From an optimization exercise on the open Yosys and OpenROAD flow, aimed at small area; shortcuts taken in it are not production practice.
Function was not checked in any run shown here: the RTL went through the layout flow alone.
Power and IR drop assume default switching activity.

File: design.v
module VGA(
	input CLOCK_50,
	input rst,
	input [11:0] TRI_P1X,
	input [11:0] TRI_P1Y,
	input [11:0] TRI_P2X,
	input [11:0] TRI_P2Y,
	input [11:0] TRI_P3X,
	input [11:0] TRI_P3Y,
	output [3:0] VGA_R,
	output [3:0] VGA_G,
	output [3:0] VGA_B,
	output [3:0] LEDG,
	output VGA_HS,
	output VGA_VS
);
function automatic [11:0] add12(input [11:0] x, input [11:0] y, input ci);
	integer i; reg c;
	begin
		c = ci;
		for (i = 0; i < 12; i = i + 1) begin
			add12[i] = x[i] ^ y[i] ^ c;
			c = (x[i] & y[i]) | (c & (x[i] ^ y[i]));
		end
	end
endfunction
function automatic [13:0] add14(input [13:0] x, input [13:0] y, input ci);
	integer i; reg c;
	begin
		c = ci;
		for (i = 0; i < 14; i = i + 1) begin
			add14[i] = x[i] ^ y[i] ^ c;
			c = (x[i] & y[i]) | (c & (x[i] ^ y[i]));
		end
	end
endfunction
function automatic ge11(input [10:0] x, input [10:0] yn);
	integer i; reg c;
	begin
		c = 1'b1;
		for (i = 0; i < 11; i = i + 1)
			c = (x[i] & yn[i]) | (x[i] & c) | (yn[i] & c);
		ge11 = c;
	end
endfunction
function automatic [10:0] inc11(input [10:0] x);
	integer i; reg c;
	begin
		c = 1'b1;
		for (i = 0; i < 11; i = i + 1) begin
			inc11[i] = x[i] ^ c;
			c = c & x[i];
		end
	end
endfunction
reg [10:0] hx;
reg [9:0]  vy;
wire h_end = (hx == 11'd1300);
wire v_end = (vy == 10'd490);
wire frame_end = h_end & v_end;
wire [10:0] vy1 = inc11({1'b0, vy});
always @(posedge CLOCK_50) begin
	if (rst) begin
		hx <= 11'h6e3;           
		vy <= 10'h3dd;           
	end else if (h_end) begin
		hx <= 11'h6e3;
		vy <= v_end ? 10'h3dd : vy1[9:0];
	end else
		hx <= inc11(hx);
end
assign LEDG = 4'b1111;
assign VGA_HS = ~((hx > 11'd1300) & (hx < 11'd1953));
assign VGA_VS = ~((vy > 10'd490) & (vy < 10'd991));
wire visible = (hx != 11'd0) & (hx < 11'd1220) & (vy != 10'd0) & (vy < 10'd480);
reg [9:0] C0, C1, C2, C3, C4, C5;
wire win  = (hx[10:8] == 3'b111);           
wire [2:0] job  = hx[7:5];
wire [4:0] step = hx[4:0];
wire act  = win & (job != 3'd3) & ~job[2];
wire rot  = act & ((step == 5'd9) | (step == 5'd22));
wire ld  = rst | frame_end;
wire [9:0] mld = {10{ld}};
wire [9:0] mrt = {10{~ld & rot}};
wire [9:0] mhd = {10{~ld & ~rot}};
always @(posedge CLOCK_50) begin
	C0 <= (mld & TRI_P1X[9:0]) | (mrt & C1) | (mhd & C0);
	C1 <= (mld & TRI_P1Y[9:0]) | (mrt & C2) | (mhd & C1);
	C2 <= (mld & TRI_P2X[9:0]) | (mrt & C3) | (mhd & C2);
	C3 <= (mld & TRI_P2Y[9:0]) | (mrt & C4) | (mhd & C3);
	C4 <= (mld & TRI_P3X[9:0]) | (mrt & C5) | (mhd & C4);
	C5 <= (mld & TRI_P3Y[9:0]) | (mrt & C0) | (mhd & C5);
end
wire [11:0] df_w = add12({2'b0, C2}, ~{2'b0, C0}, 1'b1);
wire [10:0] df = df_w[10:0];        
wire nap  = df[10];                 
wire negA = ~nap;                   
reg [22:0] Z;
reg s;
wire mul = (step < 5'd10);
wire yk  = vy[step[3:0]];
wire bk  = C3[step[3:0]];
wire nz  = yk ^ bk;
wire ng  = bk;                        
wire [11:0] opm = ({df[10], df} ^ {12{ng}}) & {12{nz}};
wire [11:0] X   = (step == 5'd0) ? 12'd0 : Z[21:10];
wire [11:0] S   = add12(X, opm, nz & ng);
wire first = (step == 5'd10);
wire sg    = first ? Z[22] : s;
wire [10:0] R    = Z[22:12] ^ {11{first & Z[22]}};
wire [11:0] cand = {R, Z[11] ^ sg};
wire sub  = ~(R[10] ^ nap);
wire [11:0] diff = add12(cand, {df[10], df} ^ {12{sub}}, sub);
wire q = ~diff[11];
always @(posedge CLOCK_50) begin
	if (mul)
		Z <= {S[11], S[11], S, Z[9:1]};
	else
		Z <= {diff[10:0], Z[10:0], q};
	if (first)
		s <= Z[22];
end
wire [11:0] Q = Z[11:0];
wire m = s ^ negA;
wire [13:0] Tsum = add14({4'd0, C1}, {2'd0, Q} ^ {14{~m}}, 1'b1);
wire [10:0] Tc = Tsum[13] ? 11'd0 : ((Tsum[12:11] != 2'd0) ? 11'd2047 : Tsum[10:0]);
wire wr = win & (step == 5'd22);
reg [10:0] T0, T1, T2;       
reg inv0, inv1, inv2;
always @(posedge CLOCK_50) begin
	if (wr & (job == 3'd0)) begin T0 <= ~Tc; inv0 <= negA; end
	if (wr & (job == 3'd1)) begin T1 <= ~Tc; inv1 <= negA; end
	if (wr & (job == 3'd2)) begin T2 <= ~Tc; inv2 <= negA; end
end
wire sin0 = ge11(hx, T0) ^ inv0;
wire sin1 = ge11(hx, T1) ^ inv1;
wire sin2 = ge11(hx, T2) ^ inv2;
wire intri = (sin0 == sin1) & (sin1 == sin2);
assign VGA_R = {4{visible}};
assign VGA_G = {4{visible & ~intri}};
assign VGA_B = {4{visible & ~intri}};
endmodule
File: flow/run.sh
#!/bin/bash
# Standard ORFS layout (the standard.sh), with two changes:
#  - port buffers use the smallest buffer cell (buf_1) instead of clkdlybuf4s50_1
#  - clock tree built from small clock buffers in large sink clusters, without dummy loads
set -euo pipefail
export BUFFER_PORTS_ARGS="-buffer_cell sky130_fd_sc_hd__buf_1"
export CTS_ARGS="-sink_clustering_enable -repair_clock_nets -dont_use_dummy_load -sink_clustering_size 50 -sink_clustering_max_diameter 150 -buf_list {sky130_fd_sc_hd__clkbuf_8 sky130_fd_sc_hd__clkbuf_16}"
bash standard.sh > standard.log 2>&1
File: standard.sh
#!/bin/bash
# synth_recipe.tcl (not shown) runs the flow's synth.tcl, then flattens the netlist and writes it again
# the make line also repeats each setting of config.mk as NAME=value (left out here)
make -C /OpenROAD-flow-scripts/flow DESIGN_CONFIG=/design/flow/config.mk WORK_HOME=/design/flow/orfs CLKGATE_MAP_FILE= SYNTH_SCRIPT=/design/flow/synth_recipe.tcl "${@:-finish}"
File: config.mk
export PLATFORM = sky130hd
export DESIGN_NAME = VGA
export DESIGN_NICKNAME = VGA
export VERILOG_FILES = /design/flow/design.v
export SDC_FILE = /design/flow/constraint.sdc
export NUM_CORES = 4
export LEC_CHECK = 0
export CAP_MARGIN = 20
export CORE_MARGIN = 2
export CORE_UTILIZATION = 40
export SLEW_MARGIN = 20
File: constraint.sdc
create_clock -name core_clock -period 20.0 [get_ports {CLOCK_50}]
set_input_delay 4.0000 -clock core_clock [delete_from_list [all_inputs] [get_ports {CLOCK_50}]]
set_output_delay 4.0000 -clock core_clock [all_outputs]
set_load 0.01 [all_outputs]
==> flow_metrics.py, run 1 <==
metrics = {
    "run_status": {
        "outcome": "no timing/DRC/antenna violations",
    },
    "finish": {
        "layout_common_cells": "105 x dfxtp_1, 102 x nor2_1, 90 x a21oi_1",
        "layout_commonest_cell": "dfxtp_1",
        "fillers": 1960,
        "nets": 1017,
        "antennaDiodeCount": 0,
        "drive_gt1_frac": 0.0514,
        "area_growth_pct": 10.4,
        "stdcell_count": 1141,
    },
    "setup_path": {
        "crit_path_end": "T1[9]",
        "path_class": "reg -> reg",
        "worst_ep_required_time_ns": 20.26,
        "critPathLaunch": "C0[0]",
        "rr_startpoint": "C0[0]",
        "cpMostUsedCell": "fa_1",
        "crit_path_start_kind": "flip-flop",
        "critical_path.max_fanout": 14,
        "worstRegToRegCells": 32,
        "reg2reg_to": "T1[9]",
        "max_stage_delay_ns": 0.43,
        "arrival_ns": 10.05,
        "crit_path_end_kind": "flip-flop",
        "slowest_stage": "nor2_1",
        "r2r_slack_ns": 10.22,
    },
    "floorplanning": {
        "die-width_um": 145,
        "placement_rows": 51,
        "core_area_um2": 19500,
        "start_util": 0.410,
        "num_io_pins": 92,
        "die_h_um": 145,
        "dieArea_um2": 21100,
    },
    "power": {
        "p_switching_uw": 438,
        "switching_share": 0.367,
        "combPwrFrac": 0.449,
        "power_density_nw_per_um2": 135,
        "seq_power_share": 0.342,
        "intPower_uw": 756,
        "clkPwrFrac": 0.210,
        "p_leak_nw": 3.82,
        "vdd_drop_max_mv": 0.0689,
    },
    "grt": {
        "grt_max_degree": 80,
        "first_global_vias": 5692,
        "antenna_found_initial": 0,
        "grt-ovfl-total": 0,
        "grt_pass1_wl_um": 28700,
        "gr-usage-all-layers": 0.172,
    },
    "cts": {
        "clk_latency_ns": 0.43,
        "cts_setup_buffers": 0,
        "cts_hold_buffers": 0,
        "numCtsBuffers": 17,
        "clkSinkCount": 141,
        "clk_pin_slew_ns": 0.06,
        "htree_levels": 4,
        "cts_resized": 0,
        "cts_root_buf": "clkbuf_16",
        "clock_path_buffers": 2,
        "cts_tree": "built",
    },
    "synthesis": {
        "syn-instance-count": 833,
        "ys_ff_latch": 141,
        "synth_edf_count": 36,
        "avgSynthCellArea_um2": 9.60,
        "synthArstFlopShare": 0,
        "syn_area_um2": 8000,
        "ys_seq_area_frac": 0.398,
        "yosys.cell_types.count": 60,
        "synthFlopType": "dfxtp_1",
        "yosysWarnings": 1,
    },
    "timing": {
        "slew_headroom": 0.305,
        "fin_setup_tns_ns": 0,
        "slew_viol_final": 0,
        "hold_viol": 0,
        "rsz0062_at_grt": "false",
        "tightest_slew_ns": 1.04,
        "fin_crit_sh": 0.489,
        "finClkSkew_ns": 0.0238,
        "whs_ns": 0.454,
        "fmax_ghz": 0.102,
        "finalSetupViolations": 0,
        "post-route-min-period_ns": 9.79,
    },
    "drt": {
        "drt-initial-drc-count": 279,
        "drt_pass1_iterations": 5,
        "viasPerCell": 5.11,
        "ant_nets": 0,
        "num_vias": 5832,
        "drc": 0,
        "routedWlPerCell_um": 15.4,
        "wl_um": 17600,
    },
    "job": {
        "cap_violations": 0,
    },
    "placement": {
        "dp_hpwl_um": 12600,
        "io_buffers": 75,
        "place_congestion": 0.787,
        "dp_cells": 1124,
    },
    "hold_path": {
        "hold_path.class": "reg -> reg",
        "whs_path_depth": 2,
    },
}
sequential cells by signal (all words and copies together) (netlist names):
register  cells
Z            23
T0           11
T1           11
T2           11
hx           11
C0           10
C1           10
C2           10
C3           10
C4           10
C5           10
vy           10
inv0          1
inv1          1
inv2          1
s             1
area by class of cell:
cell class,count,area [um^2],share of cell area
timing repair buffer,85,357,0.0404
sequential,141,3180,0.360
tap,265,332,0.0376
multi-input combinational,595,4390,0.497
clock buffer,17,425,0.0482
inverter,38,143,0.0162
power by group through the flow:
stage	clock network [mW]	registers [mW]	logic, mW
2_1_floorplan	0	0.402	0.415
3_3_place_gp	0	0.413	0.527
3_5_place_dp	0	0.413	0.536
4_1_cts	0.256	0.408	0.542
5_1_grt	0.267	0.413	0.620
6_report	0.250	0.408	0.536
per-layer routing:
layer | vias to the layer above | share of wire | global-route usage
met4 | 0 | 0.020 | 0.0637
met2 | 144 | 0.46 | 0.278
met3 | 21 | 0.044 | 0.0329
met5 | - | 0 | 0
li1 | 2922 | - | -
met1 | 2745 | 0.48 | 0.229
cell usage after synthesis (2+ instances only):
cell type / instances / share of area
nor2b_1: 5 / 0.0039
o21ai_0: 7 / 0.0044
fa_1: 38 / 0.095
o22a_1: 9 / 0.0099
or3_1: 6 / 0.0047
nor3_1: 16 / 0.010
buf_4: 16 / 0.015
and4b_1: 2 / 0.0025
dfxtp_1: 105 / 0.26
inv_1: 37 / 0.017
o21ai_1: 7 / 0.0044
nor2_1: 102 / 0.048
a22o_1: 7 / 0.0077
a21oi_1: 91 / 0.057
xnor2_1: 32 / 0.035
o311a_1: 2 / 0.0025
a21o_1: 9 / 0.0084
o22ai_1: 13 / 0.010
mux4_2: 3 / 0.0084
a2111oi_0: 2 / 0.0022
nand2b_1: 7 / 0.0055
and3_1: 3 / 0.0023
buf_1: 4 / 0.0019
buf_2: 15 / 0.0094
a211o_1: 2 / 0.0022
a22oi_1: 8 / 0.0075
nand2_1: 73 / 0.034
nor3b_1: 8 / 0.0075
mux2i_1: 42 / 0.053
nor4_1: 4 / 0.0031
nand3_1: 9 / 0.0056
a2111o_1: 2 / 0.0028
clkbuf_1: 26 / 0.012
or2_1: 2 / 0.0016
xor2_1: 16 / 0.018
mux4_1: 2 / 0.0066
edfxtp_1: 36 / 0.14
and2_1: 14 / 0.011
mux2_2: 4 / 0.0056
ha_1: 27 / 0.042
through the flow:
stage                     utilization  setup slack, ns  area [um^2]  power, mW
after floorplan                     -            10.79         8010      0.816
after global placement          0.430            10.38         8400      0.940
after detailed placement        0.430            10.29         8400      0.949
after CTS                       0.452            10.24         8830       1.21
after global routing            0.452             9.79         8830       1.30
final                           0.452            10.22         8830       1.19
how the worst min path moves through the flow:
stage / from / end / slack [ns]
2_1_floorplan: Z[0] / Z[1] / 0.43
3_3_place_gp: Z[5] / Z[4] / 0.46
3_5_place_dp: Z[4] / Z[3] / 0.46
4_1_cts: Z[4] / Z[3] / 0.46
5_1_grt: Z[10] / Z[11] / 0.48
6_report: Z[4] / Z[3] / 0.45
critical path: cells and delay by family, from the launching register on:
| family | cells | cell delay (ns) |
|---|---|---|
| AOI/OAI and AO/OA | 1 | 0.27 |
| xor gates and xnor gates | 2 | 0.27 |
| DFF | 1 | 0.38 |
| and+or+nand+nor | 1 | 0.43 |
| adders and majority gates | 21 | 7.36 |
| muxes | 1 | 0.36 |
| buffers and inverters | 6 | 0.57 |
cells by family after synthesis:
kind of cell / Yosys count / share of synthesized area
fa+ha+maj: 65 / 0.137
compound gates: 169 / 0.133
flops: 141 / 0.398
xor+xnor: 49 / 0.0546
buf+inv: 100 / 0.0577
other cells: 1 / 0.000469
mux: 51 / 0.0732
simple gates: 257 / 0.146
==> run 2: changes to the inputs <==
==> flow/run.sh (replaced) <==
#!/bin/bash
# Standard ORFS layout (the standard.sh), with two changes:
#  - port buffers use the smallest buffer cell (buf_1) instead of clkdlybuf4s50_1
#  - clock tree built from small clock buffers in large sink clusters, without dummy loads
set -euo pipefail
export BUFFER_PORTS_ARGS="-buffer_cell sky130_fd_sc_hd__buf_1"
export CTS_ARGS="-sink_clustering_enable -repair_clock_nets -dont_use_dummy_load -sink_clustering_size 30 -sink_clustering_max_diameter 80 -buf_list {sky130_fd_sc_hd__clkbuf_4 sky130_fd_sc_hd__clkbuf_8}"
bash standard.sh > standard.log 2>&1
==> run 2 against run 1 <==
Net effect:
- area after synthesis unchanged
- routed wire length down 1.1%
- clock skew up 0.013 ns
- via count about the same
- register-to-register slack better by 0.02 ns
- synthesized cell count unchanged
- design area down 2.2%
- total power down 7.2%
- global-route usage down 0.16 points
- final cell count unchanged
- largest cell class unchanged
==> flow_metrics.py, run 2 <==
metrics = {
    "finish": {
        "largest_register_ffs": 23,
        "regMostFlops": "Z",
        "nets": 1017,
        "layout_commonest_cell": "dfxtp_1",
        "layout_common_cells": "105 x dfxtp_1, 102 x nor2_1, 90 x a21oi_1",
        "area_growth_pct": 8.01,
        "fillers": 1986,
        "antennaDiodeCount": 0,
        "drive_gt1_frac": 0.0514,
        "stdcell_count": 1141,
    },
    "timing": {
        "tightest_slew_ns": 1.03,
        "post-route-min-period_ns": 9.76,
        "finalSetupViolations": 0,
        "fin_crit_sh": 0.488,
        "slew_viol_final": 0,
        "hold_viol": 0,
        "finClkSkew_ns": 0.0367,
        "fmax_ghz": 0.102,
        "fin_setup_tns_ns": 0,
        "slew_headroom": 0.312,
        "rsz0062_at_grt": "false",
    },
    "synthesis": {
        "synthAdderAreaFrac": 0.137,
        "syn_area_um2": 8000,
        "synth_compound_area_frac": 0.133,
        "synthArstFlopShare": 0,
        "synthMuxAreaShare": 0.0732,
        "synth_top_cell_by_area": "dfxtp_1",
        "yosysWarnings": 1,
        "synth_edf_count": 36,
        "avgSynthCellArea_um2": 9.60,
        "synth_top_family_by_area": "simple AND/OR/NAND/NOR gates",
        "yosysTopAreaCellShare": 0.263,
        "synthMostInstantiatedCell": "dfxtp_1",
        "synthTopCellsByCount": "105 x dfxtp_1, 102 x nor2_1, 91 x a21oi_1",
        "synth_simple_gate_area_share": 0.146,
        "yosys.cell_types.count": 60,
        "syn-instance-count": 833,
        "synthFlopType": "dfxtp_1",
        "ys_top_cells_by_area": "dfxtp_1 26%, edfxtp_1 14%, fa_1 9.5%",
        "ys_ff_latch": 141,
        "ys_seq_area_frac": 0.398,
        "synth_xor_area_frac": 0.0546,
    },
    "floorplanning": {
        "die-width_um": 145,
        "start_util": 0.410,
        "num_io_pins": 92,
        "core_area_um2": 19500,
        "die_h_um": 145,
        "dieArea_um2": 21100,
        "placement_rows": 51,
    },
    "cts": {
        "htree_levels": 4,
        "cts_resized": 0,
        "cts_tree": "built",
        "cts_root_buf": "clkbuf_8",
        "clkSinkCount": 141,
        "clk_pin_slew_ns": 0.07,
        "cts_setup_buffers": 0,
        "numCtsBuffers": 17,
        "clock_path_buffers": 2,
        "cts_hold_buffers": 0,
        "clk_latency_ns": 0.46,
    },
    "setup_path": {
        "slowest_stage": "nor2_1",
        "crit_path_end_kind": "flip-flop",
        "critical_path.max_fanout": 14,
        "worst_ep_required_time_ns": 20.29,
        "path_class": "reg -> reg",
        "max_stage_delay_ns": 0.43,
        "cpMostUsedCell": "fa_1",
        "crit_path_start_kind": "flip-flop",
        "arrival_ns": 10.05,
    },
    "grt": {
        "grt-ovfl-total": 0,
        "grt_max_degree": 80,
        "gr-usage-all-layers": 0.170,
        "antenna_found_initial": 0,
        "grt_pass1_wl_um": 28400,
        "first_global_vias": 5610,
    },
    "run_status": {
        "outcome": "no timing/DRC/antenna violations",
    },
    "drt": {
        "wl_um": 17400,
        "ant_nets": 0,
        "drt-initial-drc-count": 256,
        "drt_pass1_iterations": 5,
        "num_vias": 5829,
        "drc": 0,
        "viasPerCell": 5.11,
        "routedWlPerCell_um": 15.2,
    },
    "placement": {
        "dp_hpwl_um": 12600,
        "io_buffers": 75,
        "dp_cells": 1124,
        "place_congestion": 0.787,
    },
    "power": {
        "power_density_nw_per_um2": 128,
        "vdd_drop_max_mv": 0.0662,
        "p_leak_nw": 3.73,
    },
    "job": {
        "cap_violations": 0,
    },
    "hold_path": {
        "hold_path.class": "reg -> reg",
    },
}
-- run 2: changes by cell type in the layout (fill, tap and decap cells not counted) --
cell,before,now
clkbuf_8,0,17
clkbuf_16,17,0
-- run 2: area by class of cell --
cell class	count	area, um^2	share of cell area
multi-input cells	595	4390	0.508
inverters	38	143	0.0165
clock buffers	17	234	0.0271
well taps	265	332	0.0384
repair buffers	85	357	0.0413
flip-flops and latches	141	3180	0.368
-- run 2: stage by stage --
step / setup WS, ns / utilization / power, mW / instance area (um^2) / hold WS [ns]
global route: 9.82 / 0.442 / 1.21 / 8640 / 0.472
finish: 10.24 / 0.442 / 1.11 / 8640 / 0.443
floorplan: 10.79 / - / 0.816 / 8010 / 0.435
CTS: 10.26 / 0.442 / 1.12 / 8640 / 0.449
detailed placement: 10.29 / 0.430 / 0.949 / 8400 / 0.462
global placement: 10.38 / 0.430 / 0.940 / 8400 / 0.460
-- run 2: per-layer routing --
metal	vias to the layer above	GRT usage	part of all wire
met4	0	0.0569	0.015
li1	2922	-	-
met1	2741	0.228	0.47
met5	-	0	0
met3	15	0.0329	0.052
met2	151	0.277	0.46
-- run 2: logic make-up (layout without fill, tap and decap cells) --
logic type,count (synthesis),after routing
buffers and inverters,100,140
flip-flops,141,141
adder cells (fa/ha/maj),65,65
other,1,4
XOR/XNOR,49,49
AND/OR/NAND/NOR,257,257
AO/OA/AOI/OAI,169,169
multiplexers,51,51
-- run 2: worst max-delay path: cells and delay by family (launching register included) --
kind	cells	cell delay [ns]
AND/OR/NAND/NOR	1	0.43
buffers and inverters	6	0.57
flip-flops	1	0.38
adder cells (fa/ha/maj)	21	7.34
XOR/XNOR	2	0.27
multiplexers	1	0.36
AO/OA/AOI/OAI	1	0.27
-- run 2: path summary, 6_finish.rpt --
| path | from | end | slack (ns) | cells after the start |
|---|---|---|---|---|
| worst max-delay path | C0[0] | T1[9] | 10.24 | 32 |
| worst min register to register | Z[4] | Z[3] | 0.44 | 2 |
| worst max register to register | C0[0] | T1[9] | 10.24 | 32 |
| worst min-delay path | Z[4] | Z[3] | 0.44 | 2 |
-- run 2: power breakdown --
part | switching (mW) | internal, mW
clock network | 0.0928 | 0.0747
logic | 0.298 | 0.236
registers | 0.0342 | 0.373

[what the ideal ports hide]
How much do the figures lean on ideal ports? The routed layouts below were timed once more, with nothing changed but the port constraints.
Step 1 assumes that a clkbuf_16 drives the clock port and a buf_2 every other input.
Step 2 adds t to the input delays and takes it off the output delays; t is the mean of the earliest and latest rising clock arrival at the registers after step 1. Input paths then give back, and output paths get back, about the clock's delay inside the block.
a / b / c = ideal / step 1 / step 2; a / b = the first two.
run | shift t [ns] | slack for setup (ns) | worst setup path at the end | latest minus earliest clock arrival (ns)
run 1 | 0.457 | 10.215 / 10.215 / 10.215 | register to register | 0.024 / 0.024
run 2 | 0.478 | 10.239 / 10.239 / 10.239 | register to register | 0.037 / 0.037
After both steps setup and hold are still met in every run listed.
